This is an optimization exercise on Yosys and OpenROAD, whose aim is small area, a short achievable clock period and few clock cycles per item, not a production implementation. Only simulation tests tie the RTL to the original design; equivalence was not proved. Power is estimated from default activity; no workload was simulated.

## single_prec_mult
module single_prec_mult
  (
    input  wire        clk,
    input  wire        reset,
    input  wire        start,
    input  wire [31:0] a,
    input  wire [31:0] b,
    output wire [31:0] product,
    output reg         mult_done
  );
==> flow/config.mk <==
export PLATFORM = sky130hd
export DESIGN_NAME = single_prec_mult
export DESIGN_NICKNAME = single_prec_mult
export VERILOG_FILES = /design/flow/design.v
export SDC_FILE = /design/flow/constraint.sdc
export NUM_CORES = 4
export LEC_CHECK = 0
export ABC_AREA = 1
export CAP_MARGIN = 20
export CORE_MARGIN = 2
export CORE_UTILIZATION = 70
export CTS_BUF_LIST = sky130_fd_sc_hd__clkbuf_4 sky130_fd_sc_hd__clkbuf_8
export PLACE_DENSITY = 0.8
export SETUP_SLACK_MARGIN = 0.25
export SLEW_MARGIN = 20
==> flow/constraint.sdc <==
create_clock -name core_clock -period 5.0 [get_ports {clk}]
set_input_delay 1.0000 -clock core_clock [delete_from_list [all_inputs] [get_ports {clk}]]
set_output_delay 1.0000 -clock core_clock [all_outputs]
set_load 0.01 [all_outputs]
standard.sh (not shown) runs the stock make flow with config.mk's settings and CLKGATE_MAP_FILE= SYNTH_SCRIPT=/design/flow/synth_recipe.tcl, a recipe that flattens the netlist after the stock synthesis.
==> flow/flow/run.sh <==
#!/bin/bash
# Standard layout with two changes:
#  - the port buffers are buf_2 cells rather than the resizer's default pick
#    (a slow delay buffer);
#  - after the standard synthesis, polarity.py flips full adders (which are
#    self-dual) and swaps XOR/XNOR gates to remove inverters around them;
#    registers are untouched.
set -euo pipefail
export BUFFER_PORTS_ARGS="-buffer_cell sky130_fd_sc_hd__buf_2"
R="$PWD/orfs/results/$FLOW_PLATFORM/single_prec_mult/base"
bash standard.sh "$R/1_2_yosys.v" > synth.log 2>&1
python3 flow/polarity.py "$R/1_2_yosys.v" "$R/1_2_yosys.pol.v" > polarity.log 2>&1
cp "$R/1_2_yosys.v" "$R/1_2_yosys.std.v"
mv "$R/1_2_yosys.pol.v" "$R/1_2_yosys.v"
bash standard.sh > standard.log 2>&1
Other scripts of this flow, unchanged in this note and not shown: flow/flow/polarity.py
Testbench counts at the start, summed over its fixed seeds: cycles 2,048, items 2,048.
==> next run, changes <==
Settings changed: SETUP_SLACK_MARGIN 0.25 to 0.32.
Effect:
- The new run produced a clean layout
- fmax went down by 0.68%
- combinational power climbs by 2.6%
- area after synthesis does not change
- worst setup slack gets worse by 0.031 ns
- register-to-register slack hardly moves
- non-clock buffer count increases by 5
- global-route usage goes up by 1.5 points
- final area came out higher by 0.34%
==> next run, changes <==
Settings changed: SETUP_SLACK_MARGIN 0.32 to 0.1.
Outcome: Wire length fell by 0.37%; count of clock-buffer cells in the layout fell by 2; synthesized area stays the same; hold slack is worse by 0.012 ns; synthesized cell count stays the same; final area hardly moves; combinational power fell by 2.1%; worst setup slack is worse by 0.056 ns; final cell count hardly moves.


== P ==
single_prec_mult, a different RTL version from the one above (not shown whole).
Size in the first run: roughly 100 I/O pins, about 17000 sq um of cells after synthesis.
clock: 5.0 ns
lec_check: 0
abc_area: 1
cap_margin: 20
core_margin: 2
core_utilization: 70
place_density: 0.8
setup_slack_margin: 0.1
slew_margin: 20
==> flow/flow/run.sh <==
#!/bin/bash
# Standard layout with two changes:
#  - the port buffers are buf_1 cells rather than the resizer's default pick
#    (a slow delay buffer);
#  - after the standard synthesis, polarity.py flips full adders (which are
#    self-dual) to remove inverters between them; registers are untouched.
set -euo pipefail
export BUFFER_PORTS_ARGS="-buffer_cell sky130_fd_sc_hd__buf_1"
R="$PWD/orfs/results/$FLOW_PLATFORM/single_prec_mult/base"
bash standard.sh "$R/1_2_yosys.v" > synth.log 2>&1
python3 flow/polarity.py "$R/1_2_yosys.v" "$R/1_2_yosys.pol.v" > polarity.log 2>&1
cp "$R/1_2_yosys.v" "$R/1_2_yosys.std.v"
mv "$R/1_2_yosys.pol.v" "$R/1_2_yosys.v"
bash standard.sh > standard.log 2>&1
Other scripts of this flow, unchanged in this note and not shown: flow/flow/polarity.py
P: full flow OK, the timing, design-rule and antenna checks passed
Testbench counts of P, summed over its fixed seeds: cycles 2,048, items 2,048.
For Q, these inputs were changed with respect to P:
--- a/flow/flow/run.sh
+++ b/flow/flow/run.sh
@@ -3 +3 @@
-#  - the port buffers are buf_1 cells rather than the resizer's default pick
+#  - the port buffers are buf_2 cells rather than the resizer's default pick
@@ -8 +8 @@
-export BUFFER_PORTS_ARGS="-buffer_cell sky130_fd_sc_hd__buf_1"
+export BUFFER_PORTS_ARGS="-buffer_cell sky130_fd_sc_hd__buf_2"
### Flow results
P ended up with product[5] as its capture point of the worst path; Q ended up with product[3]. Between P and Q, static leakage is lower for P, Q comes in above that. Run comparison: Q highest metal layer with signal wires met4; P highest metal layer with signal wires met5. Taking P as the reference, in Q global-route wire length before repair picked up an extra about 1.7%, final period utilization lost 1.2 points. Count of max-cap constraint violations: P vs Q identical. In Q, the worst hold slack came out 38 ps above the value in P.


single_prec_mult with an RTL version that a note above also has.
For scale: ~1700 cells after synthesis, about 100 I/O pins, about 16000 um^2 of cells after synthesis.
export LEC_CHECK = 0
export ABC_AREA = 1
export CAP_MARGIN = 20
export CORE_MARGIN = 2
export CORE_UTILIZATION = 70
export CTS_BUF_LIST = sky130_fd_sc_hd__clkbuf_4 sky130_fd_sc_hd__clkbuf_8
export PLACE_DENSITY = 0.8
export SETUP_SLACK_MARGIN = 0.4
export SLEW_MARGIN = 20
create_clock -name core_clock -period 5.0 [get_ports {clk}]
==> flow/flow/run.sh <==
#!/bin/bash
# Standard layout with two changes:
#  - the port buffers are buf_2 cells rather than the resizer's default pick
#    (a slow delay buffer);
#  - after the standard synthesis, polarity.py flips full adders (which are
#    self-dual) and swaps XOR/XNOR gates to remove inverters around them;
#    registers are untouched.
set -euo pipefail
export BUFFER_PORTS_ARGS="-buffer_cell sky130_fd_sc_hd__buf_2"
R="$PWD/orfs/results/$FLOW_PLATFORM/single_prec_mult/base"
bash standard.sh "$R/1_2_yosys.v" > synth.log 2>&1
python3 flow/polarity.py "$R/1_2_yosys.v" "$R/1_2_yosys.pol.v" > polarity.log 2>&1
cp "$R/1_2_yosys.v" "$R/1_2_yosys.std.v"
mv "$R/1_2_yosys.pol.v" "$R/1_2_yosys.v"
bash standard.sh > standard.log 2>&1
Other scripts of this flow, unchanged in this note and not shown: flow/flow/polarity.py
Testbench counts at the start, summed over its fixed seeds: cycles 2,048, items 2,048.
==> next run, changes <==
--- a/flow/config.mk
+++ b/flow/config.mk
@@ -12,4 +12,4 @@
 export CTS_BUF_LIST = sky130_fd_sc_hd__clkbuf_4 sky130_fd_sc_hd__clkbuf_8
 export PLACE_DENSITY = 0.8
-export SETUP_SLACK_MARGIN = 0.4
+export SETUP_SLACK_MARGIN = 0.2
 export SLEW_MARGIN = 20
=>
- The new run went through all stages and came out clean
- final area decreases by 1.3%
- first-iteration DRC count goes up by 18%
- die area is unchanged
- hold slack got worse by 4.1 ps
- sequential power hardly moves


single_prec_mult, a different RTL version from the one above (not shown whole).
For scale: ~1800 cells after synthesis, about 100 I/O pins, about 17000 um2 of cells after synthesis.
// single_prec_mult
module single_prec_mult
  (
    input  wire        clk,
    input  wire        reset,
    input  wire        start,
    input  wire [31:0] a,
    input  wire [31:0] b,
    output wire [31:0] product,
    output reg         mult_done
  );
wire        prod0 = (a[30:0] == 31'd0) || (b[30:0] == 31'd0);
wire [24:0] p;                    
reg  [ 7:0] e_q;                  
reg         s_q;
reg         z_q;
always @(posedge clk, posedge reset)
  if (reset)
    mult_done <= 1'b0;
  else if (start)
    mult_done <= 1'b1;
always @(posedge clk)
  if (start) begin
    e_q <= a[30:23] + b[30:23] + 8'd129;
    s_q <= a[31] ^ b[31];
    z_q <= prod0;
  end
mant_pipe mant_pipe (.clk(clk), .en(start), .x(a[22:0]), .y(b[22:0]), .p(p));
wire        sel_hi = ~z_q &  p[24];
wire        sel_lo = ~z_q & ~p[24];
wire [ 7:0] e_inc  = e_q + 8'd1;
wire [ 7:0] o_exp  = ({8{sel_hi}} & e_inc) | ({8{sel_lo}} & e_q);
wire [22:0] o_man  = ({23{sel_hi}} & p[23:1]) | ({23{sel_lo}} & p[22:0]);
assign product = {s_q, o_exp, o_man};
endmodule
==> flow/config.mk <==
export PLATFORM = sky130hd
export DESIGN_NAME = single_prec_mult
export DESIGN_NICKNAME = single_prec_mult
export VERILOG_FILES = /design/flow/design.v
export SDC_FILE = /design/flow/constraint.sdc
export NUM_CORES = 4
export LEC_CHECK = 0
export ABC_AREA = 1
export CAP_MARGIN = 20
export CORE_MARGIN = 2
export CORE_UTILIZATION = 70
export PLACE_DENSITY = 0.8
export SETUP_SLACK_MARGIN = 0.1
export SLEW_MARGIN = 20
==> flow/constraint.sdc <==
create_clock -name core_clock -period 5.0 [get_ports {clk}]
set_input_delay 1.0000 -clock core_clock [delete_from_list [all_inputs] [get_ports {clk}]]
set_output_delay 1.0000 -clock core_clock [all_outputs]
set_load 0.01 [all_outputs]
==> flow/flow/run.sh <==
#!/bin/bash
# Standard layout with two changes:
#  - the port buffers are buf_2 cells rather than the resizer's default pick
#    (a slow delay buffer);
#  - after the standard synthesis, polarity.py flips full adders (which are
#    self-dual) to remove inverters between them; registers are untouched.
set -euo pipefail
export BUFFER_PORTS_ARGS="-buffer_cell sky130_fd_sc_hd__buf_2"
R="$PWD/orfs/results/$FLOW_PLATFORM/single_prec_mult/base"
bash standard.sh "$R/1_2_yosys.v" > synth.log 2>&1
python3 flow/polarity.py "$R/1_2_yosys.v" "$R/1_2_yosys.pol.v" > polarity.log 2>&1
cp "$R/1_2_yosys.v" "$R/1_2_yosys.std.v"
mv "$R/1_2_yosys.pol.v" "$R/1_2_yosys.v"
bash standard.sh > standard.log 2>&1
==> flow/flow/polarity.py <==
#!/usr/bin/env python3
"""Remove inverters around full adders in a mapped sky130 netlist.

A full adder is self-dual: FA(~a,~b,~c) = (~sum, ~cout).  So a full adder may be
replaced by the same cell fed with the complements of its inputs, its outputs then
carrying the complements.  This picks, by local search, which full adders to flip
so that fewest signals need an inverted copy, and rebuilds the inverters: one
inverter per signal whose inverted copy some load still needs.  Everything else
in the netlist (registers included) is kept as it is.

usage: polarity.py IN.v OUT.v
"""
import re, sys, collections

src = open(sys.argv[1]).read()
m = re.search(r'^(module .*?;\n)(.*)^endmodule', src, re.S | re.M)
head, body = m.group(1), m.group(2)
inst_re = re.compile(r'^\s*(sky130_fd_sc_hd__\w+)\s+(\S+)\s*\((.*?)\);\n', re.S | re.M)
decls = []
cells = []
pos = 0
for mm in inst_re.finditer(body):
    pre = body[pos:mm.start()]
    decls.append(pre)
    pins = [(p, n.strip()) for p, n in re.findall(r'\.(\w+)\(([^()]*)\)', mm.group(3))]
    cells.append([mm.group(1), mm.group(2), pins])
    pos = mm.end()
tail = body[pos:]
decl_txt = ''.join(decls)
assert 'assign' not in decl_txt and 'assign' not in tail, 'assign statements not handled'

OUTPINS = {'X', 'Y', 'Q', 'Q_N', 'SUM', 'COUT', 'HI', 'LO'}
def is_inv(t):
    return re.match(r'sky130_fd_sc_hd__(clk)?inv_\d+$', t) is not None
def is_fa(t):
    return re.match(r'sky130_fd_sc_hd__fa_\d+$', t) is not None

ports_out = set()
for mm in re.finditer(r'^\s*output\s+(\[(\d+):(\d+)\]\s+)?(\S+);', head + decl_txt, re.M):
    name = mm.group(4)
    if mm.group(1):
        hi, lo = int(mm.group(2)), int(mm.group(3))
        for i in range(min(hi, lo), max(hi, lo) + 1):
            ports_out.add('%s[%d]' % (name, i))
    else:
        ports_out.add(name)

driver = {}
for ci, (t, n, pins) in enumerate(cells):
    for p, net in pins:
        if p in OUTPINS:
            driver[net] = (ci, p)
invs = set(ci for ci, c in enumerate(cells) if is_inv(c[0]))
fas = [ci for ci, c in enumerate(cells) if is_fa(c[0])]

def base_of(net):
    par = 0
    seen = 0
    while net in driver and driver[net][0] in invs:
        ci = driver[net][0]
        net = dict(cells[ci][2])['A']
        par ^= 1
        seen += 1
        assert seen < 100
    return net, par

# loads: every input pin of a non-inverter cell, plus output ports driven through inverters
loads = []   # (cell index or None, pin, base, parity)
for ci, (t, n, pins) in enumerate(cells):
    if ci in invs:
        continue
    for pi, (p, net) in enumerate(pins):
        if p in OUTPINS:
            continue
        if net.startswith("1'") or net == '':
            continue
        b, par = base_of(net)
        loads.append((ci, pi, b, par))
# output ports driven by inverters need a load entry too
port_loads = []
for net in ports_out:
    if net in driver and driver[net][0] in invs:
        b, par = base_of(net)
        port_loads.append((net, b, par))

fixed = set()
for ci in fas:
    for p, net in cells[ci][2]:
        if p in ('SUM', 'COUT') and net in ports_out:
            fixed.add(ci)
fa_set = set(fas)
flip = collections.defaultdict(int)

by_base = collections.defaultdict(list)
for L in loads:
    by_base[L[2]].append(L)
for net, b, par in port_loads:
    by_base[b].append((None, net, b, par))
cell_bases = collections.defaultdict(set)   # bases touching an FA (as load or driver)
for b, Ls in by_base.items():
    for L in Ls:
        if L[0] is not None and L[0] in fa_set:
            cell_bases[L[0]].add(b)
    if b in driver and driver[b][0] in fa_set:
        cell_bases[driver[b][0]].add(b)

def need_inv(b):
    d = flip[driver[b][0]] if b in driver and driver[b][0] in fa_set else 0
    for ci, pi, bb, par in by_base[b]:
        f = flip[ci] if ci is not None and ci in fa_set else 0
        if par ^ f ^ d:
            return 1
    return 0

def cost_around(ci):
    return sum(need_inv(b) for b in cell_bases[ci])

before = sum(need_inv(b) for b in by_base)
changed = True
passes = 0
while changed and passes < 50:
    changed = False
    passes += 1
    for ci in fas:
        if ci in fixed:
            continue
        c0 = cost_around(ci)
        flip[ci] ^= 1
        c1 = cost_around(ci)
        if c1 < c0:
            changed = True
        else:
            flip[ci] ^= 1
# simulated annealing from the greedy result (deterministic seed)
import random, math
rng = random.Random(1)
cur = sum(need_inv(b) for b in by_base)
best = cur; best_flip = dict(flip)
free = [c for c in fas if c not in fixed]
T = 2.0
for it in range(200000):
    ci = free[rng.randrange(len(free))]
    c0 = cost_around(ci)
    flip[ci] ^= 1
    c1 = cost_around(ci)
    dlt = c1 - c0
    if dlt <= 0 or rng.random() < math.exp(-dlt / T):
        cur += dlt
        if cur < best:
            best = cur; best_flip = dict(flip)
    else:
        flip[ci] ^= 1
    T = max(0.05, 2.0 * (1 - it / 150000.0))
flip = collections.defaultdict(int, best_flip)
after = sum(need_inv(b) for b in by_base)

# rebuild
newcells = []
inv_net = {}
extra_wires = []
cnt = [0]
def inverted(b):
    if b not in inv_net:
        cnt[0] += 1
        nn = '_pol_n%d_' % cnt[0]
        extra_wires.append(nn)
        inv_net[b] = nn
        newcells.append(['sky130_fd_sc_hd__inv_1', '_pol_i%d_' % cnt[0], [('A', b), ('Y', nn)]])
    return inv_net[b]
load_map = {}
for b, Ls in by_base.items():
    d = flip[driver[b][0]] if b in driver and driver[b][0] in fa_set else 0
    for ci, pi, bb, par in Ls:
        f = flip[ci] if ci is not None and ci in fa_set else 0
        want_inv = par ^ f ^ d
        load_map[(ci, pi)] = inverted(b) if want_inv else b
out_cells = []
port_assign = []
for ci, (t, n, pins) in enumerate(cells):
    if ci in invs:
        continue
    newpins = []
    for pi, (p, net) in enumerate(pins):
        if (ci, pi) in load_map:
            net = load_map[(ci, pi)]
        newpins.append((p, net))
    out_cells.append([t, n, newpins])
# output ports that were driven by inverters: drive them with a buffer-free inverter or direct
for (ci, net), nn in ((k, v) for k, v in load_map.items() if k[0] is None):
    pass
for net, b, par in port_loads:
    d = flip[driver[b][0]] if b in driver and driver[b][0] in fa_set else 0
    if par ^ d:
        cnt[0] += 1
        out_cells.append(['sky130_fd_sc_hd__inv_1', '_pol_o%d_' % cnt[0], [('A', b), ('Y', net)]])
    else:
        cnt[0] += 1
        out_cells.append(['sky130_fd_sc_hd__buf_1', '_pol_o%d_' % cnt[0], [('A', b), ('X', net)]])
out_cells.extend(newcells)

# drop declarations of nets no longer used? keep them (dangling wires are harmless)
o = [head, decl_txt]
for w in extra_wires:
    o.append('  wire %s;\n' % w)
for t, n, pins in out_cells:
    o.append('  %s %s (\n%s\n  );\n' % (t, n, ',\n'.join('    .%s(%s%s)' % (p, net, ' ' if net.startswith('\\') else '') for p, net in pins)))
o.append(tail)
o.append('endmodule\n')
open(sys.argv[2], 'w').write(''.join(o) + src[m.end():])
sys.stderr.write('polarity: %d FAs, %d flipped, inverters %d -> %d (old inverter cells %d), %d passes\n'
                 % (len(fas), sum(flip[c] for c in fas), before, after, len(invs), passes))
Testbench counts at the start, summed over its fixed seeds: cycles 2,048, items 2,048.
Change:
--- a/flow/flow/run.sh
+++ b/flow/flow/run.sh
@@ -6 +6,2 @@
-#    self-dual) to remove inverters between them; registers are untouched.
+#    self-dual) and swaps XOR/XNOR gates to remove inverters around them;
+#    registers are untouched.
--- a/flow/flow/polarity.py
+++ b/flow/flow/polarity.py
@@ -2 +2 @@
-"""Remove inverters around full adders in a mapped sky130 netlist.
+"""Remove inverters around full adders and XOR gates in a mapped sky130 netlist.
@@ -6,2 +6,3 @@
-carrying the complements.  This picks, by local search, which full adders to flip
-so that fewest signals need an inverted copy, and rebuilds the inverters: one
+carrying the complements.  A 2-input XOR absorbs an inversion of any input or of
+its output by becoming an XNOR (and the other way round).  This picks, by local
+search, which full adders to flip so that fewest signals need an inverted copy, and rebuilds the inverters: one
@@ -34,0 +36,4 @@
+def is_xor(t):
+    return re.match(r'sky130_fd_sc_hd__x(n)?or2_\d+$', t) is not None
+def xor_swap(t):
+    return t.replace('__xor2_', '__XNOR2_').replace('__xnor2_', '__xor2_').replace('__XNOR2_', '__xnor2_')
@@ -54,0 +60 @@
+xors = set(ci for ci, c in enumerate(cells) if is_xor(c[0]))
@@ -103,0 +110 @@
+            # an FA output feeding an xor: the xor's output base is unaffected
@@ -106,0 +114,20 @@
+def wants(b):
+    w = set()
+    for ci, pi, bb, par in by_base[b]:
+        if ci is not None and ci in xors:
+            continue
+        f = flip[ci] if ci is not None and ci in fa_set else 0
+        w.add(par ^ f)
+    return w
+
+def out_pol(b):
+    # polarity of the physical net b relative to its original value
+    if b in driver:
+        dc = driver[b][0]
+        if dc in fa_set:
+            return flip[dc]
+        if dc in xors:
+            w = wants(b)
+            return min(w) if len(w) == 1 else 0
+    return 0
+
@@ -108,6 +135,5 @@
-    d = flip[driver[b][0]] if b in driver and driver[b][0] in fa_set else 0
-    for ci, pi, bb, par in by_base[b]:
-        f = flip[ci] if ci is not None and ci in fa_set else 0
-        if par ^ f ^ d:
-            return 1
-    return 0
+    w = wants(b)
+    if b in driver and driver[b][0] in xors:
+        return 1 if len(w) > 1 else 0
+    d = out_pol(b)
+    return 1 if any(x != d for x in w) else 0
@@ -170,0 +197 @@
+xor_fix = collections.defaultdict(int)   # parity of input corrections per xor cell
@@ -172 +199 @@
-    d = flip[driver[b][0]] if b in driver and driver[b][0] in fa_set else 0
+    d = out_pol(b)
@@ -173,0 +201,4 @@
+        if ci is not None and ci in xors:
+            load_map[(ci, pi)] = b
+            xor_fix[ci] ^= par ^ d
+            continue
@@ -176,0 +208,6 @@
+for ci in xors:
+    onet = [net for p, net in cells[ci][2] if p in OUTPINS][0]
+    if xor_fix[ci] ^ out_pol(onet):
+        cells[ci][0] = xor_swap(cells[ci][0])
+        newout = 'Y' if '__xnor2_' in cells[ci][0] else 'X'
+        cells[ci][2] = [((newout if p in ('X', 'Y') else p), net) for p, net in cells[ci][2]]
@@ -192 +229 @@
-    d = flip[driver[b][0]] if b in driver and driver[b][0] in fa_set else 0
+    d = out_pol(b)
Settings changed: CTS_BUF_LIST set to sky130_fd_sc_hd__clkbuf_4 sky130_fd_sc_hd__clkbuf_8.
What happened:
- first-iteration DRC count grows by 1.7%
- worst setup slack gets worse by 0.064 ns
- power shrinks by 4.4%
Change:
Settings changed: CTS_BUF_LIST sky130_fd_sc_hd__clkbuf_4 sky130_fd_sc_hd__clkbuf_8 to unset.
Combinational power is about the same.
Clock-buffer cell count is unchanged.
Global-route usage is higher by 0.30 points.
Wire length climbs by 0.98%.
Final area climbs by 0.56%.
Setup slack is better by 0.032 ns.
Core utilization grows by 0.43 points.

[separate check: timing with driven ports]
The flow's constraints put no driver on any port. The routed layouts listed below were extracted and timed again, unchanged, in two steps.
Step 1 sets driving cells, clkbuf_16 on the clock port and buf_2 on the other inputs (assumed; they add their load-dependent delay and slew).
Step 2 moves the port delays by t, midway between the first and last clock arrival at a register: inputs arrive t later, outputs are due t later. That takes back most of the time a late clock gives input paths.
a / b / c = no drivers / after step 1 / after step 2; a / b = the first two.
run	shift t [ns]	setup WS [ns]	worst hold slack (ns)	latest minus earliest clock arrival (ns)	worst slew at a driven data input, ns
the first run of note 1	0.433	0.448 / 0.402 / 0.092	0.412 / 0.388 / 0.483	0.019 / 0.019	0.07
the second run of note 1	0.431	0.417 / 0.398 / -0.033	0.435 / 0.408 / 0.484	0.022 / 0.022	0.12
the third run of note 1	0.434	0.361 / 0.335 / -0.076	0.424 / 0.396 / 0.478	0.028 / 0.029	0.06
P	0.408	0.219 / 0.171 / -0.148	0.436 / 0.411 / 0.505	0.019 / 0.019	0.09
Q	0.413	0.278 / 0.227 / -0.115	0.474 / 0.445 / 0.480	0.024 / 0.023	0.13
the first run of note 3	0.424	0.482 / 0.499 / 0.074	0.422 / 0.401 / 0.476	0.027 / 0.027	0.07
the second run of note 3	0.434	0.390 / 0.413 / -0.021	0.418 / 0.395 / 0.479	0.019 / 0.018	0.07
the first run of note 4	0.413	0.365 / 0.317 / 0.008	0.447 / 0.423 / 0.476	0.009 / 0.008	0.09
the second run of note 4	0.437	0.301 / 0.258 / -0.048	0.436 / 0.415 / 0.478	0.026 / 0.026	0.08
the third run of note 4	0.404	0.334 / 0.303 / -0.053	0.471 / 0.456 / 0.471	0.016 / 0.016	0.08
Met with ideal ports but missed after step 2: setup timing in 7 of these runs. The setup slack of the second run of note 1, which loses most, moves by -0.019 ns with the drivers and by -0.450 ns with both steps.
